This design comes from an exercise in tuning for small area and a short achievable clock period on the open sky130 flow, not from production work.
Only simulation tests tie the RTL to the original design; equivalence was not proved.
No activity file was given, so power comes from the tool's default toggle rates.

==> flow/design.v <==
module CORDIC_pipelined (
    input clk,
    input logic signed[15:0] angle,
    output logic signed[15:0] sin, cos
);
logic [15:0] t_in;
logic [15:0] a_q;
assign t_in = a_q - 16'd1;
logic [14:0] u0_q;
logic d0_q;
logic [14:0] u1;
logic [14:0] u1_q;
logic [1:0] i1_q;    
logic [15:0] v0;
assign v0 = {1'b0, u0_q} - 16'd12867;
logic [14:0] f1;
assign f1 = v0[14:0] ^ {15{v0[15]}};
assign u1 = f1;
logic [6:0] lpos;
logic [5:0] q0;
logic [5:0] tg;
cordic_htab htab_i (.d(u1_q[14:7]), .q({lpos, q0, tg}));
logic [5:0] q0_q;
logic [5:0] tg_q;
logic c_q;
logic [6:0] lo_q, lp_q;
assign c_q = lo_q >= lp_q;
logic [1:0] iq_q;
logic [5:0] late;
assign late = {(q0_q[5] ^ (c_q & tg_q[5])), (q0_q[4] ^ (c_q & tg_q[4])), (q0_q[3] ^ (c_q & tg_q[3])), (q0_q[2] ^ (c_q & tg_q[2])), (q0_q[1] ^ (c_q & tg_q[1])), (q0_q[0] ^ (c_q & tg_q[0]))};
logic [7:0] x0_q, x1_q, x2_q;    
logic [31:0] rom_d;
logic [36:0] rc_q;
logic rn114, rn132, rn215, rn46, rn80, rn689, rn40, rn69, rn107, rn369, rn131, rn99, rn335, rn124, rn310, rn79, rn101, rn563, rn460, rn233, rn243, rn143, rn139, rn662, rn60, rn93, rn425, rn316, rn411, rn247, rn135, rn349, rn113, rn70, rn557, rn223, rn184, rn116, rn121, rn371, rn610, rn691, rn533, rn571, rn333, rn239, rn127, rn442, rn100, rn632, rn109, rn483, rn188, rn140, rn674, rn163, rn268, rn648, rn53, rn311, rn631, rn548, rn81, rn253, rn363, rn174, rn108, rn152, rn660, rn358, rn370, rn266, rn205, rn255, rn157, rn343, rn302, rn348, rn690, rn513, rn565, rn544, rn605, rn204, rn94, rn303, rn556, rn550, rn270, rn95, rn77, rn141, rn647, rn122, rn71, rn627, rn57, rn731, rn717, rn144, rn329, rn350, rn461, rn577, rn171, rn125, rn115, rn133, rn756, rn694, rn532, rn644, rn443, rn484, rn102, rn419, rn365, rn320, rn242, rn592, rn209, rn50, rn269, rn189, rn657, rn164, rn732, rn645, rn378, rn42, rn590, rn364, rn211, rn176, rn201, rn664, rn683, rn667, rn638, rn142, rn359, rn372, rn549, rn611, rn195, rn41, rn267, rn220, rn90, rn158, rn376, rn110, rn742, rn663, rn578, rn653, rn429, rn642, rn606, rn297, rn334, rn312, rn558, rn344, rn76, rn252, rn256, rn258, rn172, rn224, rn566, rn82, rn96, rn206, rn59, rn97, rn476, rn453, rn713, rn668, rn382, rn628, rn295, rn185, rn51, rn117, rn462, rn739, rn725, rn718, rn695, rn145, rn554, rn134, rn698, rn304, rn534, rn704, rn677, rn543, rn420, rn342, rn244, rn271, rn103, rn432, rn339, rn692, rn444, rn637, rn366, rn280, rn196, rn321, rn298, rn43, rn518, rn737, rn675, rn624, rn633, rn336, rn525, rn591, rn531, rn529, rn221, rn210, rn508, rn136, rn44, rn279, rn202, rn478, rn551, rn276, rn379, rn665, rn623, rn360, rn612, rn240, rn584, rn263, rn190, rn523, rn91, rn111, rn743, rn377, rn330, rn351, rn257, rn579, rn541, rn559, rn118, rn98, rn314, rn289, rn709, rn669, rn658, rn394, rn383, rn313, rn323, rn83, rn317, rn179, rn305, rn254, rn173, rn231, rn52, rn225, rn226, rn178, rn61, rn467, rn56, rn740, rn696, rn684, rn387, rn402, rn288, rn146, rn78, rn733, rn463, rn652, rn699, rn572, rn361, rn545, rn707, rn153, rn345, rn274, rn272, rn693, rn245, rn433, rn639, rn367, rn299, rn197, rn283, rn515, rn524, rn352, rn540, rn535, rn530, rn212, rn509, rn104, rn738, rn676, rn659, rn281, rn728, rn373, rn607, rn593, rn198, rn222, rn137, rn479, rn384, rn666, rn630, rn400, rn318, rn45, rn625, rn241, rn264, rn552, rn92, rn492, rn744, rn380, rn191, rn654, rn331, rn560, rn472, rn749, rn705, rn25, rn315, rn629, rn585, rn564, rn730, rn322, rn259, rn249, rn526, rn180, rn119, rn489, rn72, rn741, rn710, rn685, rn649, rn324, rn84, rn207, rn227, rn175, rn468, rn456, rn58, rn54, rn186, rn714, rn697, rn403, rn636, rn147, rn734, rn614, rn165, rn678, rn583, rn469, rn154, rn388, rn306, rn362, rn546, rn708, rn573, rn458, rn640, rn555, rn519, rn232, rn290, rn300, rn246, rn284, rn332, rn598, rn661, rn353, rn516, rn374, rn542, rn536, rn213, rn510, rn138, rn480, rn719, rn385, rn670, rn392, rn47, rn681, rn587, rn199, rn105, rn454, rn390, rn671, rn646, rn265, rn567, rn427, rn192, rn346, rn260, rn561, rn490, rn473, rn706, rn414, rn319, rn325, rn126, rn85, rn580, rn527, rn228, rn120, rn445, rn62, rn55, rn745, rn726, rn296, rn250, rn73, rn604, rn177, rn208, rn410, rn187, rn615, rn166, rn679, rn650, rn39, rn586, rn753, rn470, rn711, rn368, rn155, rn389, rn620, rn574, rn48, rn459, rn398, rn520, rn234, rn408, rn375, rn307, rn291, rn285, rn337, rn354, rn273, rn621, rn599, rn547, rn159, rn720, rn406, rn248, rn634, rn537, rn481, rn455, rn386, rn396, rn200, rn106, rn148, rn588, rn347, rn514, rn501, rn715, rn415, rn128, rn568, rn229, rn485, rn446, rn63, rn434, rn428, rn301, rn282, rn123, rn86, rn754, rn735, rn261, rn562, rn491, rn326, rn167, rn686, rn608, rn181, rn214, rn412, rn193, rn700, rn528, rn727, rn24, rn395, rn680, rn651, rn616, rn712, rn500, rn596, rn471, rn391, rn156, rn477, rn450, rn464, rn399, rn641, rn575, rn49, rn409, rn381, rn292, rn672, rn521, rn401, rn393, rn338, rn355, rn203, rn112, rn622, rn251, rn286, rn635, rn275, rn435, rn407, rn397, rn626, rn553, rn160, rn421, rn517, rn505, rn235, rn457, rn424, rn497, rn486, rn439, rn64, rn589, rn600, rn581, rn569, rn493, rn416, rn327, rn129, rn168, rn609, rn182, rn701, rn538, rn506, rn447, rn430, rn423, rn755, rn746, rn413, rn417, rn216, rn729, rn617, rn723, rn502, rn404, rn597, rn474, rn74, rn23, rn308, rn482, rn451, rn465, rn262, rn87, rn356, rn422, rn293, rn287, rn426, rn22, rn340, rn277, rn643, rn161, rn511, rn26, rn236, rn673, rn576, rn436, rn19, rn21, rn716, rn721, rn65, rn594, rn570, rn522, rn494, rn418, rn130, rn438, rn498, rn487, rn440, rn747, rn38, rn169, rn613, rn183, rn217, rn682, rn10, rn507, rn736, rn405, rn655, rn448, rn618, rn503, rn601, rn309, rn466, rn341, rn75, rn431, rn722, rn278, rn294, rn582, rn724, rn539, rn18, rn237, rn149, rn17, rn441, rn66, rn595, rn495, rn162, rn37, rn512, rn499, rn488, rn750, rn748, rn35, rn602, rn230, rn194, rn687, rn656, rn619, rn20, rn449, rn328, rn67, rn357, rn475, rn437, rn150, rn88, rn170, rn504, rn496, rn28, rn751, rn603, rn12, rn238, rn218, rn702, rn688, rn33, rn452, rn68, rn13, rn36, rn16, rn27, rn151, rn89, rn752, rn219, rn14, rn11, rn703, rn15, rn30, rn31, rn32, rn29, rn34;
assign rn132 = ~x2_q[2];
assign rn69 = ~(x2_q[2] | x2_q[1]);
assign rn131 = ~(x2_q[1] & x2_q[0]);
assign rn99 = ~(x2_q[1] | x2_q[0]);
assign rn124 = ~(x2_q[2] & x2_q[1]);
assign rn310 = ~(x2_q[0] | x2_q[3]);
assign rn101 = x2_q[3] | ~x2_q[2];
assign rn460 = x2_q[2] | ~x2_q[1];
assign rn143 = x2_q[2] & ~x2_q[1];
assign rn139 = x2_q[0] & ~x2_q[2];
assign rn662 = x2_q[1] | ~x2_q[0];
assign rn60 = x2_q[0] & ~x2_q[1];
assign rn93 = x2_q[1] & ~x2_q[0];
assign rn425 = x2_q[0] | ~x2_q[2];
assign rn135 = x2_q[2] | x2_q[1];
assign rn113 = x2_q[2] & x2_q[0];
assign rn70 = x2_q[0] | x2_q[3];
assign rn223 = x2_q[1] & x2_q[0];
assign rn116 = x2_q[0] & x2_q[3];
assign rn333 = x2_q[1] ? x2_q[2] : x2_q[0];
assign rn109 = x2_q[2] & ~rn131;
assign rn648 = rn132 & ~rn99;
assign rn266 = x2_q[3] & ~rn460;
assign rn157 = rn662 & ~rn93;
assign rn343 = x2_q[2] & ~rn662;
assign rn513 = rn132 & ~rn60;
assign rn303 = rn60 | rn93;
assign rn141 = rn132 & ~rn223;
assign rn647 = rn425 | x2_q[1];
assign rn644 = x2_q[3] ? rn132 : rn135;
assign rn82 = rn648 | ~rn647;
assign rn114 = ~rc_q[4];
assign rn215 = ~rc_q[6];
assign rn46 = ~rc_q[5];
assign rn80 = ~rc_q[3];
assign rn689 = ~rc_q[0];
assign rn40 = ~rc_q[7];
assign rn107 = ~(rc_q[4] | rc_q[3]);
assign rn369 = ~(rc_q[2] | rc_q[3]);
assign rn335 = ~(rc_q[4] & rc_q[5]);
assign rn79 = ~(rc_q[2] | rc_q[0]);
assign rn563 = rc_q[1] & ~rc_q[3];
assign rn233 = rc_q[4] & ~rc_q[5];
assign rn243 = rc_q[3] & ~rc_q[1];
assign rn316 = rc_q[4] | ~rc_q[3];
assign rn411 = rc_q[0] & ~rc_q[5];
assign rn247 = rc_q[4] | rc_q[5];
assign rn349 = rc_q[2] & rc_q[3];
assign rn557 = ~rc_q[8];
assign rn184 = ~rn79;
assign rn121 = rc_q[1] | rc_q[3];
assign rn371 = ~rn563;
assign rn610 = ~rn243;
assign rn691 = ~rc_q[31];
assign rn533 = ~rn233;
assign rn571 = ~rc_q[22];
assign rn239 = ~rn349;
assign rn127 = ~rn247;
assign rn442 = ~(rn369 & rc_q[14]);
assign rn100 = ~(rc_q[8] & rc_q[4]);
assign rn632 = ~(rn107 & rc_q[13]);
assign rn483 = rn689 & ~rc_q[29];
assign rn188 = ~(rc_q[19] & rn80);
assign rn140 = ~(rc_q[31] & rn80);
assign rn674 = rn80 & ~rc_q[12];
assign rn163 = rc_q[3] & ~rc_q[8];
assign rn268 = ~(rc_q[13] & rn80);
assign rn53 = rn114 & ~rc_q[30];
assign rn311 = rc_q[4] & ~rc_q[30];
assign rn631 = rc_q[12] | rn114;
assign rn548 = ~(rc_q[18] | rn247);
assign rn81 = rn79 | rn80;
assign rn253 = ~rn442;
assign rn363 = rn369 | rc_q[4];
assign rn174 = rn369 | rn114;
assign rn108 = rn107 | rc_q[5];
assign rn152 = ~(rc_q[31] | rn121);
assign rn660 = rc_q[12] | rn46;
assign rn358 = rn114 & ~rn563;
assign rn370 = rn369 | ~rn233;
assign rn205 = rc_q[22] | ~rc_q[13];
assign rn255 = rc_q[3] & ~rc_q[24];
assign rn302 = rc_q[19] & ~rc_q[31];
assign rn348 = rc_q[30] & ~rc_q[22];
assign rn690 = rc_q[18] & ~rc_q[30];
assign rn565 = rn114 & ~rn243;
assign rn544 = rc_q[28] | rn114;
assign rn605 = rc_q[31] | rn80;
assign rn204 = rc_q[3] & ~rc_q[26];
assign rn94 = rc_q[23] | rc_q[3];
assign rn556 = rc_q[16] & ~rc_q[30];
assign rn550 = rc_q[26] | ~rc_q[1];
assign rn270 = rn243 | rn114;
assign rn95 = rc_q[28] | rc_q[9];
assign rn77 = ~rn674;
assign rn122 = rn121 & ~rc_q[5];
assign rn71 = rc_q[12] & ~rc_q[36];
assign rn627 = rn349 & ~rc_q[8];
assign rn57 = rn80 & ~rc_q[16];
assign rn731 = rc_q[32] | ~rn233;
assign rn717 = rc_q[2] & ~rc_q[10];
assign rn144 = rc_q[22] & ~rc_q[32];
assign rn329 = rn349 | rc_q[4];
assign rn350 = rn243 | rn349;
assign rn461 = rn316 | rc_q[10];
assign rn577 = rn247 | rn80;
assign rn171 = rc_q[32] | rn114;
assign rn125 = rc_q[36] | rc_q[29];
assign rn115 = rc_q[26] | rn114;
assign rn133 = rc_q[9] ? rc_q[0] : rc_q[14];
assign rn756 = rc_q[29] ? rc_q[0] : rc_q[30];
assign rn694 = rc_q[32] & rc_q[29];
assign rn532 = rc_q[27] & ~rn80;
assign rn443 = rn114 & ~rn442;
assign rn484 = ~(rn483 | rn316);
assign rn102 = rc_q[18] & ~rn100;
assign rn419 = rn127 & ~rn442;
assign rn365 = ~(rn268 & rn114);
assign rn320 = ~(rn205 & rn691);
assign rn242 = rc_q[16] & ~rn188;
assign rn592 = rn127 & ~rn140;
assign rn209 = rn674 & ~rc_q[27];
assign rn50 = rn239 & ~rn163;
assign rn269 = rc_q[0] & ~rn268;
assign rn189 = rn188 | ~rc_q[29];
assign rn657 = rn571 & ~rn188;
assign rn164 = rn163 & ~rc_q[15];
assign rn732 = rn127 & ~rc_q[15];
assign rn645 = rc_q[18] & ~rn631;
assign rn378 = rn371 & ~rn631;
assign rn42 = rc_q[15] | rc_q[3];
assign rn590 = rn81 & ~rn533;
assign rn364 = rn363 & ~rc_q[5];
assign rn211 = ~(rn95 & rc_q[3]);
assign rn176 = rc_q[14] & ~rn81;
assign rn201 = rc_q[15] | rc_q[4];
assign rn664 = ~(rc_q[25] & rn204);
assign rn683 = rn121 & ~rn174;
assign rn667 = rn268 | rc_q[10];
assign rn638 = ~(rn363 | rn627);
assign rn142 = ~(rn140 & rc_q[11]);
assign rn359 = rn358 & ~rc_q[9];
assign rn372 = rn371 & ~rn370;
assign rn549 = rn548 | rc_q[6];
assign rn611 = rn610 & ~rn370;
assign rn195 = rc_q[9] & ~rc_q[25];
assign rn41 = rn205 & ~rc_q[36];
assign rn267 = rc_q[21] & ~rc_q[0];
assign rn220 = rn163 & ~rn205;
assign rn90 = rc_q[3] & ~rn205;
assign rn158 = rn80 & ~rc_q[25];
assign rn376 = rn46 & ~rc_q[21];
assign rn110 = rn108 | rc_q[15];
assign rn742 = rn302 & ~rc_q[3];
assign rn663 = rn46 & ~rc_q[25];
assign rn578 = ~(rn550 | rn577);
assign rn653 = ~(rn577 | rc_q[15]);
assign rn429 = ~(rn577 | rc_q[13]);
assign rn642 = ~(rn329 & rc_q[5]);
assign rn606 = rn544 | ~rn605;
assign rn297 = rn114 & ~rn204;
assign rn334 = rn94 & ~rc_q[27];
assign rn312 = rc_q[33] | rn483;
assign rn558 = rn557 & ~rn556;
assign rn344 = rc_q[33] | rn114;
assign rn76 = rc_q[2] & ~rc_q[35];
assign rn252 = rc_q[21] | rc_q[4];
assign rn256 = rn255 | rn114;
assign rn258 = rn690 | rn205;
assign rn172 = rc_q[34] | rc_q[33];
assign rn224 = rn205 | rc_q[10];
assign rn566 = rn565 | rc_q[5];
assign rn96 = rn95 & ~rn94;
assign rn206 = rn204 & ~rn205;
assign rn59 = rn690 | rn483;
assign rn97 = rc_q[4] & ~rn627;
assign rn476 = rc_q[13] & ~rn94;
assign rn453 = rn348 | rc_q[4];
assign rn713 = rn557 & ~rn605;
assign rn668 = rc_q[21] | rn114;
assign rn382 = rc_q[3] & ~rc_q[11];
assign rn628 = rn114 & ~rn627;
assign rn295 = rn80 & ~rc_q[11];
assign rn185 = rn184 & ~rn94;
assign rn51 = rc_q[15] | rc_q[11];
assign rn117 = rn71 | rc_q[32];
assign rn462 = rc_q[13] & ~rn461;
assign rn739 = rn605 | rc_q[23];
assign rn725 = rc_q[35] | rc_q[3];
assign rn718 = rn717 | rn363;
assign rn695 = rn694 | ~rn53;
assign rn145 = rn144 | rn114;
assign rn554 = rn255 | rn329;
assign rn134 = rn133 | rn80;
assign rn698 = rn411 & rn329;
assign rn304 = rn80 ? rc_q[35] : rn302;
assign rn534 = rn532 | rn533;
assign rn704 = rn80 ? rc_q[11] : rc_q[25];
assign rn677 = rc_q[3] ? rn95 : rn550;
assign rn543 = rc_q[17] & ~rc_q[21];
assign rn420 = ~(rn419 & rc_q[7]);
assign rn342 = ~(rn50 & rn188);
assign rn244 = ~(rn242 | rn243);
assign rn271 = ~(rn270 | rn269);
assign rn103 = rc_q[5] & ~rn102;
assign rn432 = rn102 & ~rn46;
assign rn339 = rn215 & ~rn419;
assign rn692 = ~(rn320 & rc_q[4]);
assign rn444 = rn443 | rc_q[5];
assign rn637 = ~(rn42 & rc_q[4]);
assign rn366 = rn365 | rn40;
assign rn280 = rc_q[3] & ~rn320;
assign rn196 = ~(rn195 | rc_q[28]);
assign rn321 = rn107 & ~rn320;
assign rn298 = ~(rn195 | rn188);
assign rn43 = ~(rn41 | rn42);
assign rn518 = rc_q[4] & ~rn657;
assign rn737 = rc_q[4] & ~rn50;
assign rn675 = rn610 & ~rn209;
assign rn624 = rc_q[5] & ~rn645;
assign rn633 = rn632 & ~rn378;
assign rn336 = ~(rn334 | rn335);
assign rn525 = rn242 | rc_q[4];
assign rn591 = rn590 & ~rn209;
assign rn531 = ~(rc_q[20] & rn80);
assign rn529 = rc_q[16] & ~rn211;
assign rn221 = ~(rn220 | rn96);
assign rn210 = rn209 | rn114;
assign rn508 = rn50 & ~rn201;
assign rn136 = rc_q[16] & ~rn42;
assign rn44 = rn201 & ~rn107;
assign rn279 = ~(rn269 | rn256);
assign rn202 = rn201 & ~rn108;
assign rn478 = rn42 | rc_q[8];
assign rn551 = rn364 & rn550;
assign rn276 = rc_q[6] & ~rn653;
assign rn379 = rn378 | rc_q[7];
assign rn665 = rn664 & rn358;
assign rn623 = rn359 | rn215;
assign rn360 = rn359 | rn46;
assign rn612 = rn611 | rc_q[7];
assign rn240 = rn195 | rc_q[28];
assign rn584 = rn41 | rn114;
assign rn263 = rn220 | rc_q[4];
assign rn190 = rn90 | rn114;
assign rn523 = rn220 | rn114;
assign rn91 = rn90 | rc_q[4];
assign rn111 = rn110 | rn102;
assign rn743 = rn742 | rn694;
assign rn377 = rn365 | rn376;
assign rn330 = rn329 & ~rn297;
assign rn351 = rn350 & ~rn312;
assign rn257 = rn184 & ~rn256;
assign rn579 = rn578 | rn215;
assign rn541 = rc_q[36] & ~rn224;
assign rn559 = rn211 & ~rn558;
assign rn118 = rc_q[20] & ~rn80;
assign rn98 = rn96 | ~rn97;
assign rn314 = rn172 & ~rn80;
assign rn289 = rn258 & ~rn114;
assign rn709 = rn97 & ~rn302;
assign rn669 = rn667 & ~rn668;
assign rn658 = rn657 | ~rn97;
assign rn394 = rc_q[5] & ~rn628;
assign rn383 = rn127 & ~rn382;
assign rn313 = rn311 & ~rn312;
assign rn323 = rn125 & ~rn256;
assign rn83 = rc_q[20] & ~rn81;
assign rn317 = rn312 | rn316;
assign rn179 = rn312 | rc_q[4];
assign rn305 = rn76 | rn195;
assign rn254 = rn252 | rn253;
assign rn173 = rn171 | rn172;
assign rn231 = rn312 | rn77;
assign rn52 = rn50 | ~rn51;
assign rn225 = rn224 & rn107;
assign rn226 = rn51 & ~rn316;
assign rn178 = rn172 | rc_q[3];
assign rn61 = rn59 | rc_q[28];
assign rn467 = rn97 & rn121;
assign rn56 = rn713 | rn114;
assign rn740 = rn739 & ~rn657;
assign rn696 = rn258 & ~rn695;
assign rn684 = rc_q[3] & ~rn51;
assign rn387 = rn382 | rc_q[5];
assign rn402 = rn46 & ~rn51;
assign rn288 = rn71 | rn252;
assign rn146 = rn142 & ~rn145;
assign rn78 = rn76 | rn77;
assign rn733 = rn732 & ~rn725;
assign rn463 = rn462 | rc_q[5];
assign rn652 = rn533 | rn51;
assign rn699 = rn698 | rn429;
assign rn572 = rn571 & ~rn304;
assign rn361 = rc_q[4] & ~rn543;
assign rn545 = rn543 & ~rn544;
assign rn707 = rc_q[3] ? rn689 : rn172;
assign rn153 = ~(rn280 | rn255);
assign rn345 = rn342 & ~rn344;
assign rn274 = rn233 & ~rn244;
assign rn272 = rn271 & ~rn267;
assign rn693 = rn59 & ~rn692;
assign rn245 = rn244 & ~rc_q[10];
assign rn433 = rn432 | rc_q[6];
assign rn639 = rn637 & ~rn638;
assign rn367 = rn364 & ~rn366;
assign rn299 = rn125 & ~rn298;
assign rn197 = rc_q[3] & ~rn196;
assign rn283 = rn196 | rc_q[3];
assign rn515 = ~(rn263 | rn483);
assign rn524 = ~(rn523 | rn298);
assign rn352 = ~(rn351 | rn348);
assign rn540 = rn525 & ~rn358;
assign rn535 = rn531 & ~rn534;
assign rn530 = rn127 & ~rn529;
assign rn212 = rn211 & ~rn210;
assign rn509 = rn508 & ~rn444;
assign rn104 = ~(rn103 & rn98);
assign rn738 = rn737 | rc_q[5];
assign rn676 = rn675 | rc_q[4];
assign rn659 = ~(rn658 & rn252);
assign rn281 = rn279 & ~rn280;
assign rn728 = rn518 & ~rn529;
assign rn373 = rn633 | rn46;
assign rn607 = rn478 & ~rn606;
assign rn593 = rn592 | rn591;
assign rn198 = ~(rn231 & rc_q[4]);
assign rn222 = rn221 | rn114;
assign rn137 = rn136 | rc_q[4];
assign rn479 = rn267 | rn44;
assign rn384 = rc_q[21] & ~rn379;
assign rn666 = rc_q[5] & ~rn665;
assign rn630 = ~(rn247 & rn387);
assign rn400 = rn624 & rc_q[17];
assign rn318 = ~(rn317 & rn46);
assign rn45 = rn43 | rn44;
assign rn625 = rn624 & ~rn623;
assign rn241 = rn239 & ~rn240;
assign rn264 = rn189 & ~rn263;
assign rn552 = rn551 | rn549;
assign rn92 = rn91 | ~rn59;
assign rn492 = rn111 & ~rn370;
assign rn744 = rn743 & ~rn335;
assign rn380 = rn377 & ~rn379;
assign rn191 = rn189 & ~rn190;
assign rn654 = ~(rn276 & rn652);
assign rn331 = rc_q[5] & ~rn330;
assign rn560 = rc_q[4] & ~rn559;
assign rn472 = rn233 & ~rn118;
assign rn749 = rn518 & ~rn314;
assign rn705 = rn289 & ~rn704;
assign rn25 = rn383 & ~rc_q[6];
assign rn315 = rn313 & ~rn314;
assign rn629 = rc_q[6] & ~rn394;
assign rn585 = rn584 | rn558;
assign rn564 = rn190 | rn563;
assign rn730 = rn240 | rc_q[3];
assign rn322 = rn317 & ~rn321;
assign rn259 = rn257 & rn258;
assign rn249 = rn46 & ~rn173;
assign rn526 = rn52 & ~rn525;
assign rn180 = rn178 & ~rn179;
assign rn119 = rn117 | rn118;
assign rn489 = rn61 & ~rn91;
assign rn72 = rn118 | rn114;
assign rn741 = rn114 & ~rn740;
assign rn710 = rn709 | rn46;
assign rn685 = rn683 & ~rn684;
assign rn649 = rn118 | rn363;
assign rn324 = rn323 | rn46;
assign rn84 = rn78 & ~rn83;
assign rn207 = rn461 & rn179;
assign rn227 = rn225 | rn226;
assign rn175 = rn173 & rn174;
assign rn468 = rn467 | rn46;
assign rn456 = rn226 | rn46;
assign rn58 = rn56 | rn57;
assign rn54 = rn52 & rn53;
assign rn186 = rn226 | rn201;
assign rn714 = rn56 | rn80;
assign rn697 = rn696 | rn46;
assign rn403 = rn402 | rc_q[6];
assign rn636 = rn253 | rn387;
assign rn147 = rn146 | rn46;
assign rn734 = rn733 | rc_q[6];
assign rn614 = rc_q[4] ? rn304 : rn351;
assign rn165 = rn361 | ~rn637;
assign rn678 = rn544 & ~rn361;
assign rn583 = ~(rn153 & rn42);
assign rn469 = rn80 ? rn550 : rn305;
assign rn154 = ~(rn153 | rc_q[26]);
assign rn388 = rn387 ? rn127 : rc_q[4];
assign rn306 = rn305 ^ rn80;
assign rn362 = rn360 | rn361;
assign rn546 = rn545 | rn46;
assign rn708 = rn707 | rc_q[4];
assign rn573 = rn153 & ~rn572;
assign rn458 = rn153 & ~rn756;
assign rn640 = rc_q[5] & ~rn639;
assign rn555 = rn299 & ~rn554;
assign rn519 = rn518 & ~rn197;
assign rn232 = rn231 & ~rn197;
assign rn290 = rn289 & ~rn197;
assign rn300 = rn299 & rn297;
assign rn246 = ~(rn245 | rn241);
assign rn284 = rn283 & ~rn270;
assign rn332 = ~(rn331 & rn283);
assign rn598 = rn233 & ~rn352;
assign rn661 = rn659 & ~rn660;
assign rn353 = rn352 & ~rn107;
assign rn516 = rn515 | rn46;
assign rn374 = rn373 & ~rn372;
assign rn542 = rn541 | rn540;
assign rn536 = rn535 | rn215;
assign rn213 = rn212 | rn46;
assign rn510 = rn509 | rc_q[6];
assign rn138 = rn134 & ~rn137;
assign rn480 = rn478 & ~rn479;
assign rn719 = rn664 & ~rn198;
assign rn385 = rn384 & ~rn247;
assign rn670 = rn666 & ~rn669;
assign rn392 = rc_q[3] & ~rn373;
assign rn47 = rn46 & ~rn45;
assign rn681 = rn90 & rn676;
assign rn587 = rn241 & ~rn525;
assign rn199 = rn197 | rn198;
assign rn105 = rn92 & ~rn104;
assign rn454 = ~(rn58 | rn41);
assign rn390 = rn630 | rn394;
assign rn671 = rn666 | rn329;
assign rn646 = rn400 | rc_q[6];
assign rn265 = rn264 | rn46;
assign rn567 = rn564 & ~rn566;
assign rn427 = rn730 & ~rn731;
assign rn192 = rn191 | rn46;
assign rn346 = rn322 & ~rn345;
assign rn260 = rn254 & ~rn259;
assign rn561 = rn560 | rn46;
assign rn490 = rn98 & ~rn489;
assign rn473 = rn472 | rc_q[6];
assign rn706 = rn705 | rc_q[5];
assign rn414 = rn46 & ~rn685;
assign rn319 = rn318 | rn315;
assign rn325 = rn322 & ~rn324;
assign rn126 = rn125 & ~rn119;
assign rn85 = rc_q[4] & ~rn84;
assign rn580 = rn579 | rn249;
assign rn527 = rn526 | rn46;
assign rn228 = rn222 & ~rn227;
assign rn120 = rn119 | rn115;
assign rn445 = rn72 | rn57;
assign rn62 = rn61 & ~rn58;
assign rn55 = rc_q[5] & ~rn54;
assign rn745 = rn744 | rn741;
assign rn726 = rn725 & ~rn186;
assign rn296 = rn72 | rn295;
assign rn250 = rn249 | rc_q[6];
assign rn73 = rn71 | rn72;
assign rn604 = ~(rn583 & rn114);
assign rn177 = rn176 | rn175;
assign rn208 = rn206 | rn207;
assign rn410 = rn697 | rn693;
assign rn187 = rn185 | rn186;
assign rn615 = rn46 & ~rn614;
assign rn166 = rn165 & ~rn164;
assign rn679 = rn677 & ~rn678;
assign rn650 = rn165 & ~rn349;
assign rn39 = rn629 ^ rc_q[7];
assign rn586 = rn583 & ~rn585;
assign rn753 = rn114 & ~rn469;
assign rn470 = rn469 & ~rn257;
assign rn711 = rn708 & ~rn710;
assign rn368 = rn362 & ~rn367;
assign rn155 = rn154 | rn114;
assign rn389 = rn388 | rc_q[6];
assign rn620 = rn362 | rn215;
assign rn574 = rn127 & ~rn573;
assign rn48 = rn233 & ~rn458;
assign rn459 = rn458 | rn114;
assign rn398 = rn636 & ~rn640;
assign rn520 = rn364 & ~rn519;
assign rn234 = rn233 & ~rn232;
assign rn408 = ~(rn670 | rn663);
assign rn375 = ~(rn374 & rc_q[7]);
assign rn307 = rc_q[4] ? rn304 : rn306;
assign rn291 = rn288 & ~rn290;
assign rn285 = rn202 & ~rn284;
assign rn337 = rn332 & ~rn336;
assign rn354 = rn46 & ~rn353;
assign rn273 = ~(rn272 | rn265);
assign rn621 = rn374 & ~rn549;
assign rn599 = rn598 | rn40;
assign rn547 = rn542 & ~rn546;
assign rn159 = rn138 & ~rn158;
assign rn720 = rn718 & ~rn719;
assign rn406 = rn661 | rn630;
assign rn248 = rn246 | rn247;
assign rn634 = rn215 & ~rn392;
assign rn537 = rn536 | rn530;
assign rn481 = rn480 | rn46;
assign rn455 = rn453 & ~rn454;
assign rn386 = rn385 | rn215;
assign rn396 = rn642 | rn392;
assign rn200 = rn199 | ~rn140;
assign rn106 = rc_q[6] & ~rn105;
assign rn148 = rn147 | rn138;
assign rn588 = rn587 | rn46;
assign rn347 = rc_q[5] & ~rn346;
assign rn514 = rn199 | rc_q[34];
assign rn501 = rn105 | rc_q[6];
assign rn715 = rn706 & ~rn714;
assign rn415 = rn414 & ~rn384;
assign rn128 = rn127 & ~rn126;
assign rn568 = rn567 | rn215;
assign rn229 = rc_q[5] & ~rn228;
assign rn485 = rn120 & ~rn484;
assign rn446 = rn445 & ~rn444;
assign rn63 = rn62 | ~rn55;
assign rn434 = rn738 & ~rn745;
assign rn428 = rn427 | rn215;
assign rn301 = rn296 & ~rn300;
assign rn282 = rn281 | rn265;
assign rn123 = rn120 | ~rn122;
assign rn86 = rn55 & ~rn85;
assign rn754 = rn445 & ~rc_q[5];
assign rn735 = rn734 | rn427;
assign rn261 = rn260 | rn46;
assign rn562 = rn561 | rn555;
assign rn491 = rn490 | rn46;
assign rn326 = rn325 | rn215;
assign rn167 = ~(rn166 | rn108);
assign rn686 = rn414 | rc_q[6];
assign rn608 = rn604 & ~rn607;
assign rn181 = rn177 & ~rn180;
assign rn214 = rn208 & ~rn213;
assign rn412 = rn410 & ~rn411;
assign rn193 = rn187 & ~rn192;
assign rn700 = rn410 & ~rn699;
assign rn528 = rn527 | rn524;
assign rn727 = rn726 | rn46;
assign rn24 = rn215 ? rn383 : rn385;
assign rn395 = ~(rn389 | rn394);
assign rn680 = rn676 & ~rn679;
assign rn651 = rn649 & ~rn650;
assign rn616 = rn615 | rn40;
assign rn712 = rn706 & ~rn711;
assign rn500 = rn444 | rn166;
assign rn596 = rn207 | rn753;
assign rn471 = rn470 | rn468;
assign rn391 = rn390 & ~rn389;
assign rn156 = rn155 | rn152;
assign rn477 = rn155 | rn476;
assign rn450 = rn48 | ~rn276;
assign rn464 = rn459 & ~rn463;
assign rn399 = rn215 & ~rn398;
assign rn641 = rn247 & ~rn398;
assign rn575 = rn574 | rc_q[6];
assign rn49 = rn47 | rn48;
assign rn409 = rn215 & ~rn408;
assign rn381 = rn375 & ~rn380;
assign rn292 = rc_q[5] & ~rn291;
assign rn672 = rn671 & ~rn408;
assign rn521 = rn520 | rc_q[6];
assign rn401 = ~(rn386 | rn400);
assign rn393 = ~(rn386 | rn392);
assign rn338 = rn307 | rc_q[5];
assign rn355 = rc_q[6] & ~rn354;
assign rn203 = ~(rn202 & rn200);
assign rn112 = ~(rn111 & rn106);
assign rn622 = rn620 & ~rn621;
assign rn251 = rn248 & ~rn250;
assign rn286 = rn285 | rn215;
assign rn635 = rn390 & ~rn634;
assign rn275 = rn274 | rn273;
assign rn435 = ~(rn433 | rn434);
assign rn407 = rn406 & ~rn386;
assign rn397 = rn396 & ~rn386;
assign rn626 = rn625 | rn621;
assign rn553 = rn552 | rn547;
assign rn160 = rn159 | rn46;
assign rn421 = rn720 | rn46;
assign rn517 = rn514 & ~rn516;
assign rn505 = ~(rn181 | rn108);
assign rn235 = ~(rn234 | rn214);
assign rn457 = rn456 | rn455;
assign rn424 = ~(rn749 | rn727);
assign rn497 = rn122 & ~rn485;
assign rn486 = rn376 & ~rn485;
assign rn439 = rn339 & ~rn434;
assign rn64 = rn63 & ~rc_q[6];
assign rn589 = rn588 | rn586;
assign rn600 = rn599 | rn347;
assign rn581 = rn261 & ~rn580;
assign rn569 = rn562 & ~rn568;
assign rn493 = rn491 & ~rn492;
assign rn416 = rn415 | rn215;
assign rn327 = rn319 & ~rn326;
assign rn129 = rn128 | rc_q[6];
assign rn168 = rn106 & ~rn167;
assign rn609 = rc_q[5] & ~rn608;
assign rn182 = rn46 & ~rn181;
assign rn701 = rc_q[6] & ~rn700;
assign rn538 = rn528 & ~rn537;
assign rn506 = rn229 | rn215;
assign rn447 = rn446 | rc_q[6];
assign rn430 = rn428 | rn429;
assign rn423 = ~(rn715 | rn712);
assign rn755 = rn754 | rn215;
assign rn746 = rn434 | rn215;
assign rn413 = rn412 | rc_q[6];
assign rn417 = rc_q[5] & ~rn680;
assign rn216 = rn214 | rn215;
assign rn729 = rn728 | rn727;
assign rn617 = rn337 & ~rn616;
assign rn723 = rn339 & ~rn712;
assign rn502 = rn500 & ~rn501;
assign rn404 = rn651 | rn46;
assign rn597 = rn46 & ~rn596;
assign rn474 = rn471 & ~rn473;
assign rn74 = rn467 | ~rn596;
assign rn23 = rn391 | ~rn386;
assign rn308 = rc_q[5] ? rn301 : rn307;
assign rn482 = rn477 & ~rn481;
assign rn451 = rn63 & ~rn450;
assign rn465 = rn464 | rn215;
assign rn262 = ~(rn261 & rn251);
assign rn87 = rn86 | rn49;
assign rn356 = rn355 & ~rn347;
assign rn422 = ~(rn420 & rn421);
assign rn293 = rn251 & ~rn292;
assign rn287 = rn282 & ~rn286;
assign rn426 = ~(rn424 & rc_q[19]);
assign rn22 = rn395 | rn393;
assign rn340 = rn338 & rn339;
assign rn277 = rn276 & ~rn275;
assign rn643 = rc_q[6] ? rn641 : rn396;
assign rn161 = rn156 & ~rn160;
assign rn511 = rn235 & ~rn510;
assign rn26 = rn215 ? rn368 : rn381;
assign rn236 = rn235 & ~rn215;
assign rn673 = rn215 ? rn406 : rn672;
assign rn576 = rn575 | rn275;
assign rn436 = rn435 | rc_q[7];
assign rn19 = rn409 | rn407;
assign rn21 = rn399 | rn397;
assign rn716 = ~(rn423 & rn339);
assign rn721 = rn421 | rn215;
assign rn65 = rn64 & ~rn49;
assign rn594 = rn589 & ~rn593;
assign rn570 = rn553 & ~rn569;
assign rn522 = rn521 | rn517;
assign rn494 = rn215 & ~rn493;
assign rn418 = ~(rn416 | rn417);
assign rn130 = rn129 | ~rn123;
assign rn438 = rn428 | rn424;
assign rn498 = rn497 | rn215;
assign rn487 = rn486 | rn215;
assign rn440 = rn439 | rn40;
assign rn747 = rn746 & ~rc_q[7];
assign rn38 = rn635 ^ rc_q[7];
assign rn169 = rn168 | rn40;
assign rn613 = rn612 | rn609;
assign rn183 = rn182 | rc_q[6];
assign rn217 = rn203 & ~rn216;
assign rn682 = rn417 & ~rn681;
assign rn10 = rc_q[7] ? rn622 : rn626;
assign rn507 = rn506 | rn505;
assign rn736 = rn729 & ~rn735;
assign rn405 = rn404 & ~rn403;
assign rn655 = rn404 & ~rn654;
assign rn448 = rn74 & ~rn46;
assign rn618 = rn617 | rn215;
assign rn503 = rn502 | rn40;
assign rn601 = rn600 | rn597;
assign rn309 = rn308 | rc_q[6];
assign rn466 = rn457 & ~rn465;
assign rn341 = ~(rn340 & rn337);
assign rn75 = rc_q[5] ? rn74 : rn73;
assign rn431 = rn426 & ~rn430;
assign rn722 = ~(rn721 & rn716);
assign rn278 = rn262 & ~rn277;
assign rn294 = rn293 | rn287;
assign rn582 = rn576 & ~rn581;
assign rn724 = rn721 & ~rn723;
assign rn539 = rn522 & ~rn538;
assign rn18 = rn413 & ~rn418;
assign rn237 = rn236 | rn40;
assign rn149 = rn148 & ~rn130;
assign rn17 = rn386 ? rn422 : rn423;
assign rn441 = rn438 & ~rn440;
assign rn66 = rn65 | rn40;
assign rn595 = rn594 | rc_q[7];
assign rn495 = rn494 | rc_q[7];
assign rn162 = rn161 | rn130;
assign rn37 = rn643 ^ rn40;
assign rn512 = rn507 & ~rn511;
assign rn499 = rn498 | rn161;
assign rn488 = rn487 | rn482;
assign rn750 = rn736 & ~rn424;
assign rn748 = rn747 & ~rn736;
assign rn35 = rn673 ^ rn40;
assign rn602 = ~(rn601 & rn215);
assign rn230 = rn229 | rn183;
assign rn194 = rn193 | rn183;
assign rn687 = rn686 | rn682;
assign rn656 = rn646 & ~rn655;
assign rn619 = rn613 & ~rn618;
assign rn20 = rn405 | rn401;
assign rn449 = rn447 | rn448;
assign rn328 = rn309 & ~rn327;
assign rn67 = rn755 | rn448;
assign rn357 = rn341 & ~rn356;
assign rn475 = rn474 | rn466;
assign rn437 = rn436 | rn431;
assign rn150 = rn112 & ~rn149;
assign rn88 = rc_q[6] ? rn75 : rn87;
assign rn170 = rn162 & ~rn169;
assign rn504 = rn499 & ~rn503;
assign rn496 = rn488 & ~rn495;
assign rn28 = rc_q[7] ? rn278 : rn294;
assign rn751 = rn746 & ~rn750;
assign rn603 = rn595 & ~rn602;
assign rn12 = rn40 ? rn570 : rn582;
assign rn238 = rn230 & ~rn237;
assign rn218 = rn194 & ~rn217;
assign rn702 = rn687 & ~rn701;
assign rn688 = rn417 & ~rn687;
assign rn33 = rc_q[7] ? rn722 : rn724;
assign rn452 = rn449 & ~rn451;
assign rn68 = rn67 & ~rn66;
assign rn13 = rc_q[7] ? rn512 : rn539;
assign rn36 = rn656 ^ rc_q[7];
assign rn16 = rn437 & ~rn441;
assign rn27 = rn40 ? rn328 : rn357;
assign rn151 = rn40 & ~rn150;
assign rn89 = rn40 & ~rn88;
assign rn752 = rc_q[7] & ~rn751;
assign rn219 = rn40 & ~rn218;
assign rn14 = rn504 | rn496;
assign rn11 = rn619 | rn603;
assign rn703 = rn702 ^ rn40;
assign rn15 = rc_q[7] ? rn452 : rn475;
assign rn30 = rn170 | rn151;
assign rn31 = rn89 | rn68;
assign rn32 = rn752 | rn748;
assign rn29 = rn238 | rn219;
assign rn34 = rn703 | rn688;
assign rom_d = {rn40, rn40, rn39, rn38, rn37, rn36, rn35, rn34, rn33, rn32, rn31, rn30, rn29, rn28, rn27, rn26, rn25, rn24, rn23, rn22, rn21, rn20, rn19, rn18, rn17, rn16, rn15, rn14, rn13, rn12, rn11, rn10};
always_ff @(posedge clk) begin
    a_q <= angle;
    u0_q <= t_in[14:0] ^ {15{t_in[15]}};
    d0_q <= ~t_in[15];
    u1_q <= u1;
    i1_q <= {d0_q, v0[15]};
    q0_q <= q0;
    tg_q <= tg;
    lo_q <= u1_q[6:0];
    lp_q <= lpos;
    iq_q <= i1_q;
    x0_q <= {iq_q, late};
    x1_q <= x0_q;
    x2_q <= x1_q;
    rc_q[0] <= x2_q[0];
    rc_q[1] <= x2_q[1];
    rc_q[2] <= x2_q[2];
    rc_q[3] <= x2_q[3];
    rc_q[4] <= x2_q[4];
    rc_q[5] <= x2_q[5];
    rc_q[6] <= x2_q[6];
    rc_q[7] <= x2_q[7];
    rc_q[8] <= rn99;
    rc_q[9] <= rn132;
    rc_q[10] <= rn223;
    rc_q[11] <= rn141;
    rc_q[12] <= rn69;
    rc_q[13] <= rn460;
    rc_q[14] <= rn131;
    rc_q[15] <= rn109;
    rc_q[16] <= rn135;
    rc_q[17] <= rn644;
    rc_q[18] <= rn101;
    rc_q[19] <= rn425;
    rc_q[20] <= rn82;
    rc_q[21] <= rn266;
    rc_q[22] <= rn143;
    rc_q[23] <= rn93;
    rc_q[24] <= rn662;
    rc_q[25] <= rn157;
    rc_q[26] <= rn113;
    rc_q[27] <= rn333;
    rc_q[28] <= rn60;
    rc_q[29] <= rn124;
    rc_q[30] <= rn310;
    rc_q[31] <= rn139;
    rc_q[32] <= rn116;
    rc_q[33] <= rn343;
    rc_q[34] <= rn513;
    rc_q[35] <= rn303;
    rc_q[36] <= rn70;
    {sin, cos} <= rom_d;
end
endmodule
module cordic_htab(d, q);
  input [7:0] d;
  wire [7:0] d;
  output [18:0] q;
  wire [18:0] q;
  wire _0_;
  wire _10_;
  wire _11_;
  wire _12_;
  wire _13_;
  wire _14_;
  wire _15_;
  wire _16_;
  wire _17_;
  wire _18_;
  wire _19_;
  wire _1_;
  wire _20_;
  wire _21_;
  wire _22_;
  wire _23_;
  wire _24_;
  wire _25_;
  wire _26_;
  wire _27_;
  wire _28_;
  wire _29_;
  wire _2_;
  wire _30_;
  wire _31_;
  wire _32_;
  wire _33_;
  wire _34_;
  wire _35_;
  wire _36_;
  wire _37_;
  wire _38_;
  wire _39_;
  wire _3_;
  wire _40_;
  wire _41_;
  wire _42_;
  wire _43_;
  wire _44_;
  wire _45_;
  wire _46_;
  wire _47_;
  wire _48_;
  wire _49_;
  wire _4_;
  wire _50_;
  wire _51_;
  wire _52_;
  wire _53_;
  wire _54_;
  wire _55_;
  wire _56_;
  wire _57_;
  wire _58_;
  wire _59_;
  wire _5_;
  wire _60_;
  wire _61_;
  wire _62_;
  wire _63_;
  wire _64_;
  wire _65_;
  wire _66_;
  wire _67_;
  wire _68_;
  wire _69_;
  wire _6_;
  wire _70_;
  wire _71_;
  wire _72_;
  wire _73_;
  wire _74_;
  wire _7_;
  wire _8_;
  wire _9_;
  assign _23_ = ~d[5];
  assign _22_ = ~_47_;
  assign q[0] = _25_ | _28_;
  assign _21_ = _30_ & ~(_23_);
  assign q[11] = _34_ & ~(_21_);
  assign _20_ = q[11] & _29_;
  assign _19_ = _20_ | _24_;
  assign _18_ = d[6] & d[5];
  assign _17_ = _18_ & ~(_47_);
  assign _16_ = _17_ | d[7];
  assign _15_ = d[1] & ~(_16_);
  assign q[6] = _15_ ^ _19_;
  assign q[1] = q[0] & ~(q[6]);
  assign _14_ = ~(_42_ | _46_);
  assign _13_ = ~(_14_ & q[1]);
  assign q[4] = _22_ & ~(_13_);
  assign q[5] = q[4] & ~(_23_);
  assign q[18] = _24_ & ~(q[5]);
  assign _12_ = _21_ | _37_;
  assign q[16] = q[18] & ~(_12_);
  assign _11_ = d[2] & ~(d[1]);
  assign _10_ = ~(_11_ | _47_);
  assign _9_ = _28_ & ~(_10_);
  assign _8_ = _9_ | ~(_13_);
  assign _7_ = _47_ & ~(_23_);
  assign _6_ = _8_ & ~(_7_);
  assign q[15] = _37_ ? d[5] : _6_;
  assign _5_ = d[3] & ~(_41_);
  assign _4_ = _5_ | d[4];
  assign _3_ = ~(_5_ | _40_);
  assign _2_ = _11_ & ~(_47_);
  assign _1_ = ~(_2_ | _3_);
  assign _0_ = ~(_1_ | d[1]);
  assign _74_ = _22_ & ~(_0_);
  assign _73_ = _4_ & ~(_74_);
  assign _72_ = _28_ & ~(_73_);
  assign _71_ = ~(_34_ | _42_);
  assign _70_ = ~(_71_ | _29_);
  assign _69_ = ~(_70_ & _1_);
  assign _68_ = d[4] & ~(_40_);
  assign _67_ = _68_ | _38_;
  assign _66_ = _69_ & ~(_67_);
  assign q[14] = _66_ | _72_;
  assign _65_ = _70_ ^ _1_;
  assign q[13] = q[0] & ~(_65_);
  assign _64_ = _23_ & ~(_47_);
  assign _63_ = _14_ & ~(_64_);
  assign q[12] = q[1] & ~(_63_);
  assign _62_ = ~(d[6] & d[1]);
  assign _61_ = _62_ & ~(d[2]);
  assign _60_ = _61_ | _16_;
  assign _59_ = _60_ | ~(_13_);
  assign _58_ = _22_ & ~(_59_);
  assign _57_ = _58_ | _23_;
  assign _56_ = _64_ & ~(_59_);
  assign _55_ = _56_ | d[7];
  assign q[10] = _57_ & ~(_55_);
  assign _54_ = _59_ | ~(d[3]);
  assign _53_ = d[4] | d[7];
  assign _52_ = _54_ & ~(_53_);
  assign q[9] = _52_ | _58_;
  assign _51_ = ~(d[3] | d[7]);
  assign q[8] = _59_ ? _51_ : d[3];
  assign _50_ = q[1] & ~(_14_);
  assign _49_ = _42_ & ~(q[11]);
  assign _48_ = ~(_49_ | _59_);
  assign q[7] = _48_ | _50_;
  assign q[3] = d[3] & ~(_13_);
  assign q[2] = ~_13_;
  assign _47_ = ~(d[3] & d[4]);
  assign _46_ = ~(d[2] | d[1]);
  assign _45_ = _46_ | _47_;
  assign _44_ = d[0] | d[7];
  assign _43_ = d[6] & ~(_44_);
  assign _42_ = d[2] & d[1];
  assign _41_ = d[5] & ~(_42_);
  assign _40_ = _41_ & ~(d[3]);
  assign _39_ = _40_ & ~(d[4]);
  assign _38_ = _39_ | ~(_43_);
  assign _37_ = _45_ & ~(_38_);
  assign _36_ = _37_ & ~(d[5]);
  assign _35_ = ~(d[0] | d[5]);
  assign _34_ = ~(d[6] | d[7]);
  assign _33_ = d[0] ^ d[5];
  assign _32_ = ~(d[2] | d[0]);
  assign _31_ = _32_ | _45_;
  assign _30_ = d[2] & ~(_47_);
  assign _29_ = _33_ ? _31_ : _30_;
  assign _28_ = _34_ & ~(_29_);
  assign _27_ = _28_ & ~(_35_);
  assign q[17] = _27_ | _36_;
  assign _26_ = d[5] & ~(_45_);
  assign _25_ = _43_ & ~(_26_);
  assign _24_ = _25_ | _27_;
endmodule
module cordic_top (
    input  logic clk,
    input  logic signed[15:0] angle,
    output logic signed[15:0] sin, cos
);
    CORDIC_pipelined dut_basic(
        .clk(clk),
        .angle(angle),
        .sin(sin),
        .cos(cos)
    );
endmodule
==> flow/flow/run.sh <==
#!/bin/bash
# The standard layout (standard.sh: the standard flow's synthesis and ORFS flow, unchanged), except:
# - the port buffers ORFS puts on every input and output are plain buffers
#   (sky130_fd_sc_hd__buf_1) instead of the delay buffer buffer_ports picks by default;
# - clock tree synthesis gets ORFS's usual arguments plus -dont_use_dummy_load, so it
#   adds no load-only inverters to the clock tree.
set -euo pipefail
export BUFFER_PORTS_ARGS="-buffer_cell sky130_fd_sc_hd__buf_1"
export CTS_ARGS="-sink_clustering_enable -repair_clock_nets -buf_list sky130_fd_sc_hd__clkbuf_8 -dont_use_dummy_load"
bash standard.sh > standard.log 2>&1
==> flow/standard.sh <==
#!/bin/bash
# synth_recipe.tcl (not shown) runs the flow's synth.tcl, then flattens the netlist and writes it again
# the make line also repeats each setting of config.mk as NAME=value (left out here)
make -C /OpenROAD-flow-scripts/flow DESIGN_CONFIG=/design/flow/config.mk WORK_HOME=/design/flow/orfs CLKGATE_MAP_FILE= SYNTH_SCRIPT=/design/flow/synth_recipe.tcl "${@:-finish}"
==> flow/config.mk <==
export PLATFORM = sky130hd
export DESIGN_NAME = cordic_top
export DESIGN_NICKNAME = cordic_top
export VERILOG_FILES = /design/flow/design.v
export SDC_FILE = /design/flow/constraint.sdc
export NUM_CORES = 4
export LEC_CHECK = 0
export ABC_AREA = 1
export CAP_MARGIN = 20
export CORE_MARGIN = 2
export CORE_UTILIZATION = 45
export CTS_BUF_LIST = sky130_fd_sc_hd__clkbuf_8
export SETUP_SLACK_MARGIN = 1.4
export SLEW_MARGIN = 20
==> flow/constraint.sdc <==
create_clock -name core_clock -period 3.3 [get_ports {clk}]
set_input_delay 0.6600 -clock core_clock [delete_from_list [all_inputs] [get_ports {clk}]]
set_output_delay 0.6600 -clock core_clock [all_outputs]
set_load 0.01 [all_outputs]
==> metrics.md, run 1 <==
| Metric | Value |
|---|---|
| Cell Count, Final, Fillers Out | `between 1k and 1.5k` |
| Final min period | `roughly 1.9 ns` |
| R2r setup slk | `1.40 ns` |
| Wire length per cell | `roughly 20 microns` |
| Setup Skew | `0.0410 ns` |
| Type of the worst setup path | `flop to flop` |
| Critical path buffers and inverters | `2` |
| IO Pins | `between 40 and 50` |
| Die ar. | `~19000 sq um` |
| Clock latency on the worst-skew pair | `approximately 0.47 ns` |
| PortBufs | `48` |
| FF/Latch Area | `3410 sq um` |
| Max-slew violation count | `0` |
| TritonCTS clock tree | `built` |
| Pin count of the biggest net entering global routing | `51` |
| CP Cell Sequence | `buf_12 -> o21ai_0 -> inv_1 -> o21ai_0 -> o22ai_1 -> nand3_1 -> nand3_1 -> a22oi_1` |
| HP Class | `input pin to flop` |
| Die width | `about 140 microns` |
| Commonest non-fill, non-tap cells in the layout | `nand2_1 (204), dfxtp_1 (156), inv_1 (123)` |
| Routed WL | `approximately 26 mm` |
| Peak VDD IR | `0.447 mV` |
| Vias in the first global route | `between 6k and 7k` |
| DRT Pass-1 Iters | `6` |
| EDFF count, synth | `0` |
| Setup WS post-layout | `roughly 1.4 ns` |
| Gp weighted congestion | `roughly 1.1` |
| Area grow syn2layout | `14.5%` |
| Pwr dens | `1130 nW/um^2` |
| Std-Cell Rows | `48` |
| Placed instance count | `1307` |
| Final Hold Viols | `0` |
| Setup TNS | `0 ns` |
| Fillers | `between 1.5k and 2k` |
| GR Overflow Total | `0` |
| Clock transition at path regs | `about 0.090 ns` |
| CP max stage delay | `~0.39 ns` |
| N_diodes | `0` |
| Die height | `136 microns` |
| Initial antenna violation count | `0` |
| Slew headroom | `0.620` |
| Vias per cell | `5.58` |
| Number of max-cap violations | `0` |
| Netlist cell types | `45` |
| Deepest clock path buffer count | `2` |
| Critical Path AT | `between 2 and 2.5 ns` |
| Via count | `around 7.5k` |
| Synth Cell Area | `a little under 8000 sq um` |
| Setup violators final | `0` |
| Slowest CP cell | `dfxtp_1` |
| Final period util | `0.577` |
| Crit path max fanout | `39` |
| Startpoint Class | `flop` |
| Global-route wire length before repair | `slightly below 40 mm` |
| Core area | `17200 sq um` |
| Area of the multi-input gates | `approximately 4200 sq um` |
| Most common cell after layout, fill and taps aside | `nand2_1` |
| Primary FF master, synth | `dfxtp_1` |
| Tightest Pin Transition | `~0.56 ns` |
| Layout Nets | `between 1k and 1.5k` |
| Mean Syn Cell Area | `~7.5 sq um` |
| Register area share after synthesis | `0.429` |
| Share of layout cells above drive strength 1 | `0.137` |
| YS warnings | `1` |
| Clock root buffer | `clkbuf_8` |
| CTS sink cnt | `approximately 170` |
| RSZ-0062 raised after global routing | `true` |
| Number of synthesized register bits | `169` |
| Num CTS Buffers | `17` |
| Synthesized instance count | `around 1.1k` |
| Post-route ant nets | `0` |
| DP Worst Slack | `~1 ns` |
| Final HPWL DP | `19.9 mm` |
| Outcome | `finished clean` |
| H-Tree Level Count | `4` |
| Worst endpoint required time | `around 3.6 ns` |
| Syn Nets | `between 1k and 1.5k` |
| Initial core utilization | `0.458` |
| Drt initial violations | `774` |
| Hold_buf cts | `0` |
| FFs w/ async S/R, synth | `0` |
| Overall routing resource usage | `0.290` |
| FMAX | `0.525 GHz` |
| Pleak | `between 4 and 5 nW` |
| Crit end category | `flop` |
| Drt drc | `0` |
| Delay-heaviest family, CP | `compound AO/OA/AOI/OAI gates` |
## cell type report
class	instances	area share
clock buffer	17	0.0259
inverter	137	0.0580
multi-input combinational	718	0.462
sequential	169	0.377
tap	225	0.0311
timing repair buffer	71	0.0464
## routing by layer
layer  vias up  track usage  routed length (microns)
met5         -            0                        0
met3       123       0.0552                     1940
met1      3410        0.341                    10100
li1       3530            -                        -
met4         0        0.207                     2030
met2       394        0.474                    12300
## cell families after synthesis
family / after synthesis / synth area share
AO/OA/AOI/OAI: 189 / 0.138
XOR/XNOR: 61 / 0.0753
AND/OR/NAND/NOR: 446 / 0.239
buffers and inverters: 173 / 0.0870
flip-flops: 169 / 0.429
adder cells (fa/ha/maj): 20 / 0.0317
## power breakdown
part	internal (mW)	leakage (nW)	switching, mW
Combinational	1.80	2.61	3.95
Clock	0.454	0.122	0.628
Sequential	2.82	1.42	0.569
## registers in the layout (all words and copies together) (netlist names)
| register | cells |
|---|---|
| dut_basic.sin | 15 |
| dut_basic.x2_q | 8 |
| dut_basic.u1_q | 15 |
| dut_basic.x0_q | 8 |
| dut_basic.x1_q | 8 |
| dut_basic.iq_q | 2 |
| dut_basic.a_q | 16 |
| dut_basic.i1_q | 2 |
| dut_basic.q0_q | 6 |
| dut_basic.rc_q | 37 |
| dut_basic.d0_q | 1 |
| dut_basic.lo_q | 7 |
| dut_basic.lp_q | 7 |
| dut_basic.tg_q | 6 |
| dut_basic.cos | 16 |
| dut_basic.u0_q | 15 |
## per-stage QoR
step | hold WS, ns | utilization | power (mW) | instance area [sq um]
2_1_floorplan | 0.310 | - | 6.49 | 7900
3_3_place_gp | 0.310 | 0.480 | 8.49 | 8270
3_5_place_dp | 0.312 | 0.480 | 8.30 | 8270
4_1_cts | 0.261 | 0.503 | 9.63 | 8680
5_1_grt | 0.251 | 0.524 | 10.9 | 9040
6_report | 0.282 | 0.524 | 10.2 | 9040
## final timing paths
path,to,from,depth (start not counted)
worst min register to register,dut_basic.rc_q[6],dut_basic.x2_q[6],0
worst max register to register,dut_basic.cos[5],dut_basic.rc_q[4],8
worst max-delay path,dut_basic.cos[5],dut_basic.rc_q[4],8
worst min-delay path,dut_basic.a_q[6],angle[6],1
## what timing repair did
item	in CTS	in global routing
gates cloned	0	3
gates resized for setup	46	98
pin swaps	1	19
buffers inserted	5	5
setup endpoints to repair	50	59
## Yosys cell counts (2+ instances only)
library cell / instances / area share
or2_2: 3 / 0.0024
o21a_1: 2 / 0.0019
xor2_2: 8 / 0.016
nor2_1: 95 / 0.045
o311ai_0: 4 / 0.0044
nor3_2: 2 / 0.0025
a21oi_1: 41 / 0.026
nand3_1: 81 / 0.051
nand4_1: 8 / 0.0063
clkbuf_1: 17 / 0.0081
o211ai_1: 17 / 0.016
o31ai_1: 6 / 0.0057
a21o_1: 2 / 0.0019
nor2_2: 3 / 0.0024
o21ai_0: 84 / 0.053
inv_1: 136 / 0.065
o22ai_1: 11 / 0.0087
o2111ai_1: 2 / 0.0022
and3_1: 2 / 0.0016
nand2_1: 229 / 0.11
nand2_2: 3 / 0.0024
o21bai_1: 2 / 0.0019
ha_1: 20 / 0.032
a31oi_1: 11 / 0.0087
buf_1: 8 / 0.0038
dfxtp_1: 169 / 0.43
a22oi_1: 3 / 0.0029
xnor2_1: 22 / 0.024
nor3_1: 13 / 0.0082
buf_2: 7 / 0.0044
xor2_1: 31 / 0.034
nor4_1: 3 / 0.0024
==> run 2: changes to the inputs <==
--- a/flow/config.mk
+++ b/flow/config.mk
@@ -12,2 +12,3 @@
 export CTS_BUF_LIST = sky130_fd_sc_hd__clkbuf_8
+export PLACE_DENSITY = 0.8
 export SETUP_SLACK_MARGIN = 1.4
==> metrics.md, run 2 <==
| Metric | Value |
|---|---|
| Peak VDD IR | `0.420 mV (-6.1%)` |
| Area leader, netlist | `dfxtp_1` |
| FMAX | `0.515 GHz (-1.8%)` |
| Number of max-cap violations | `0 (unchanged)` |
| Setup violators final | `0 (unchanged)` |
| Overall routing resource usage | `0.289 (-0.00135)` |
| M1 GR Usage | `0.363 (+0.0222)` |
| Deepest clock path buffer count | `2 (unchanged)` |
| Setup Skew | `0.0317 ns (-0.00932 ns)` |
| Most common cell in the netlist | `nand2_1` |
| Synth top area share | `0.429 (unchanged)` |
| Final Util | `0.543 (+0.0181)` |
| N_diodes | `0 (unchanged)` |
| Slew headroom | `0.590 (-0.0302)` |
| Initial core utilization | `0.458 (unchanged)` |
| Gp weighted congestion | `1.11 (+1.4%)` |
| R2R cell count | `8 (unchanged)` |
| Hold Path Origin | `angle[4]` |
| Register area share after synthesis | `0.429 (unchanged)` |
| Sw Share | `0.502 (-0.00116)` |
| Simple-gate share of the synthesized area | `0.239 (unchanged)` |
| Worst r2r dst | `dut_basic.sin[9]` |
| Die height | `136 microns (unchanged)` |
| TritonCTS clock tree | `built` |
| Post-synthesis mux area share | `0 (unchanged)` |
| Area grow syn2layout | `18.5%` |
| Worst endpoint required time | `3.68 ns (+0.05 ns)` |
| GR Layer Usage met2 | `0.460 (-0.0142)` |
| Met3 track demand over resource | `0.0716 (+0.0164)` |
| Vias per cell | `5.65 (+1.3%)` |
| Syn Nets | `1095 (unchanged)` |
| Worst R2R Start | `dut_basic.rc_q[26]` |
| Largest register FFs | `37 (unchanged)` |
| Worst Hold End | `dut_basic.a_q[4]` |
| HP Class | `input pin to flop` |
| Synth area leaders | `dfxtp_1 (43%), nand2_1 (11%), inv_1 (6.5%)` |
| Top post-synthesis cells by count | `nand2_1 (229), dfxtp_1 (169), inv_1 (136)` |
| Startpoint Class | `flop` |
| Synth Cell Area | `7890 sq um (unchanged)` |
| Number of synthesized register bits | `169 (unchanged)` |
| GR Overflow Total | `0 (unchanged)` |
| Primary FF master, synth | `dfxtp_1` |
| PortBufs | `48 (unchanged)` |
| DP Worst Slack | `0.844 ns (-0.144 ns)` |
| Global-route wire length before repair | `40.1 mm (+1.3%)` |
| Drt initial violations | `727 (-6.1%)` |
| Crit path max fanout | `5 (-87%)` |
| EDFF count, synth | `0 (unchanged)` |
| XOR/XNOR Fraction of Synth Area | `0.0753 (unchanged)` |
| Biggest register | `dut_basic.rc_q` |
| Most common cell after layout, fill and taps aside | `nand2_1` |
| Num CTS Buffers | `17 (unchanged)` |
| Adder-cell area share of the yosys netlist | `0.0317 (unchanged)` |
| Pwr dens | `1150 nW/um^2 (+1.4%)` |
| Commonest non-fill, non-tap cells in the layout | `nand2_1 (200), dfxtp_1 (153), inv_1 (120)` |
| Clock transition at path regs | `0.10 ns (about the same)` |
| Core area | `17200 sq um (unchanged)` |
| Die width | `136 microns (unchanged)` |
| Max-slew violation count | `0 (unchanged)` |
| Hold_buf cts | `0 (unchanged)` |
| Post-synthesis compound-gate area fraction | `0.138 (unchanged)` |
| Vias in the first global route | `7329 (+5.6%)` |
| Synthesized instance count | `1058 (unchanged)` |
| Clock latency on the worst-skew pair | `0.46 ns (about the same)` |
| IO Pins | `49 (unchanged)` |
| H-Tree Level Count | `4 (unchanged)` |
| Combinational power share | `0.579 (+0.016)` |
| WHS Path Cells | `1 (unchanged)` |
| CTS sink cnt | `169 (unchanged)` |
| Clock root buffer | `clkbuf_8` |
| FFs w/ async S/R, synth | `0 (unchanged)` |
| Setup TNS | `0 ns (unchanged)` |
| R2r setup slk | `1.36 ns (-0.04 ns)` |
| Wire length per cell | `19.8 microns (+0.80%)` |
| RSZ-0062 raised after global routing | `true` |
| Grt peak-use layer | `met2` |
| Setup WS post-layout | `1.36 ns (-0.0357 ns)` |
| Share of layout cells above drive strength 1 | `0.176 (+0.0391)` |
| Clk pwr share | `0.102 (-0.004)` |
| Netlist cell types | `45 (unchanged)` |
| Routed WL | `26.9 mm (+2.3%)` |
| Pin count of the biggest net entering global routing | `51 (unchanged)` |
| Die ar. | `18600 sq um (unchanged)` |
| Drt drc | `0 (unchanged)` |
| DRT Pass-1 Iters | `9 (+3)` |
| Mean Syn Cell Area | `7.46 sq um (unchanged)` |
| Type of the worst setup path | `flop to flop` |
| Critical Path AT | `2.32 ns (+0.08 ns)` |
| Final HPWL DP | `19.7 mm (-1.0%)` |
| Final min period | `1.94 ns (+0.0357 ns)` |
| Std-Cell Rows | `48 (unchanged)` |
| Seq pwr share | `0.319 (-0.013)` |
| P_sw | `5.38 mW (+4.6%)` |
| Final Hold Viols | `0 (unchanged)` |
| Crit end category | `flop` |
| Tightest Pin Transition | `0.608 ns (+0.0461 ns)` |
| Pleak | `4.31 nW (+3.8%)` |
| Largest family of logic cells by synthesized area | `simple AND/OR/NAND/NOR gates` |
| Initial antenna violation count | `1 (+1)` |
| Final period util | `0.588 (+0.0108)` |
| YS warnings | `1 (unchanged)` |
| Outcome | `finished clean` |
| Post-route ant nets | `0 (unchanged)` |
| Layout Nets | `1171 (+1.7%)` |
| P_int | `5.34 mW (+5.1%)` |
| Via count | `7664 (+2.8%)` |
[run 2: cell counts after synthesis]
Identical to the previous run, type by type.
[run 2: metal layers]
metal	share of wire	vias to the layer above	wire length [microns]
met5	0.00048	-	13
met4	0.055	2	1480
met3	0.10	126	2720
met2	0.45	489	12100
met1	0.39	3484	10600
li1	-	3563	-
[run 2: cells by family after synthesis]
family | count (synthesis)
simple gates | 446
compound gates | 189
buf+inv | 173
flops | 169
xor+xnor | 61
fa+ha+maj | 20
[run 2: area by class of cell]
type	count	area, sq um
well taps	225	282
clock buffers	17	234
repair buffers	91	604
multi-input cells	718	4290
fillers	1621	7880
inverters	137	536
flip-flops and latches	169	3410
[run 2: critical path, stage by stage (launching register included)]
cell and delay, ns:
dfxtp_1 0.30, inv_1 0.30, nand2_1 0.26, nor2_2 0.30, o21ai_2 0.15, o22ai_2 0.24
nand2_1 0.07, o21ai_0 0.10, xor2_1 0.15
[run 2: per-stage QoR]
stage          hold WS [ns]  area, sq um  instances  power, mW
5_1_grt               0.249         9350       1357       11.3
2_1_floorplan         0.310         7900       1058       6.49
6_report              0.279         9350       1357       10.7
3_5_place_dp          0.312         8280       1308       8.34
4_1_cts               0.260         8810       1338       9.85
3_3_place_gp          0.310         8280       1308       8.45
[run 2: worst max-delay path by stage]
stage,startpoint,to,slack (ns),depth (start not counted)
finish,dut_basic.rc_q[26],dut_basic.sin[9],1.36,8
global route,dut_basic.u1_q[11],dut_basic.q0_q[4],1.33,9
CTS,dut_basic.rc_q[6],dut_basic.sin[1],1.33,6
detailed placement,dut_basic.rc_q[3],dut_basic.cos[4],0.84,8
global placement,dut_basic.rc_q[3],dut_basic.cos[4],0.73,8
floorplan,dut_basic.u1_q[12],dut_basic.lp_q[4],1.43,16
[run 2: repair_timing]
item | 4_1_cts | 5_1_grt
gates cloned | 1 | 2
hold endpoints to repair | 0 | 0
endpoints found under the setup margin | 57 | 66
gates resized for setup | 61 | 132
setup buffers | 12 | 17
pin swaps | 5 | 29
[run 2: power by group through the flow]
stage          clock network (mW)  logic [mW]  registers (mW)
2_1_floorplan                   0        3.26            3.23
3_3_place_gp                    0        5.08            3.37
3_5_place_dp                    0        4.97            3.38
4_1_cts                      1.11        5.38            3.36
5_1_grt                      1.20        6.64            3.50
6_report                     1.09        6.20            3.42

-- static timing again, ports no longer ideal --
The flow's constraints put no driver on any port. The routed layouts listed below were extracted and timed again, unchanged, in two steps. Step 1 (the two cells are an assumption about what drives the block):
set clk [get_ports {clk}]
set_driving_cell -lib_cell sky130_fd_sc_hd__clkbuf_16 $clk
set_driving_cell -lib_cell sky130_fd_sc_hd__buf_2 [delete_from_list [all_inputs] $clk]
Step 2, shift: input delay + t, output delay - t, t = (earliest + latest rising clock arrival at the registers) / 2. This alone moves slack from input paths to output paths. a / b / c = ideal ports / drivers / drivers and shift; a / b = the first two.
run | t, ns | slack for setup (ns) | worst setup path at the end | latest minus earliest clock arrival (ns) | worst register clock-pin slew, ns
run 1 | 0.492 | 1.396 / 1.396 / 1.396 | register to register | 0.041 / 0.042 | 0.10 / 0.10
run 2 | 0.480 | 1.360 / 1.360 / 1.360 | register to register | 0.036 / 0.036 | 0.10 / 0.10
After both steps setup and hold are still met in every run listed.
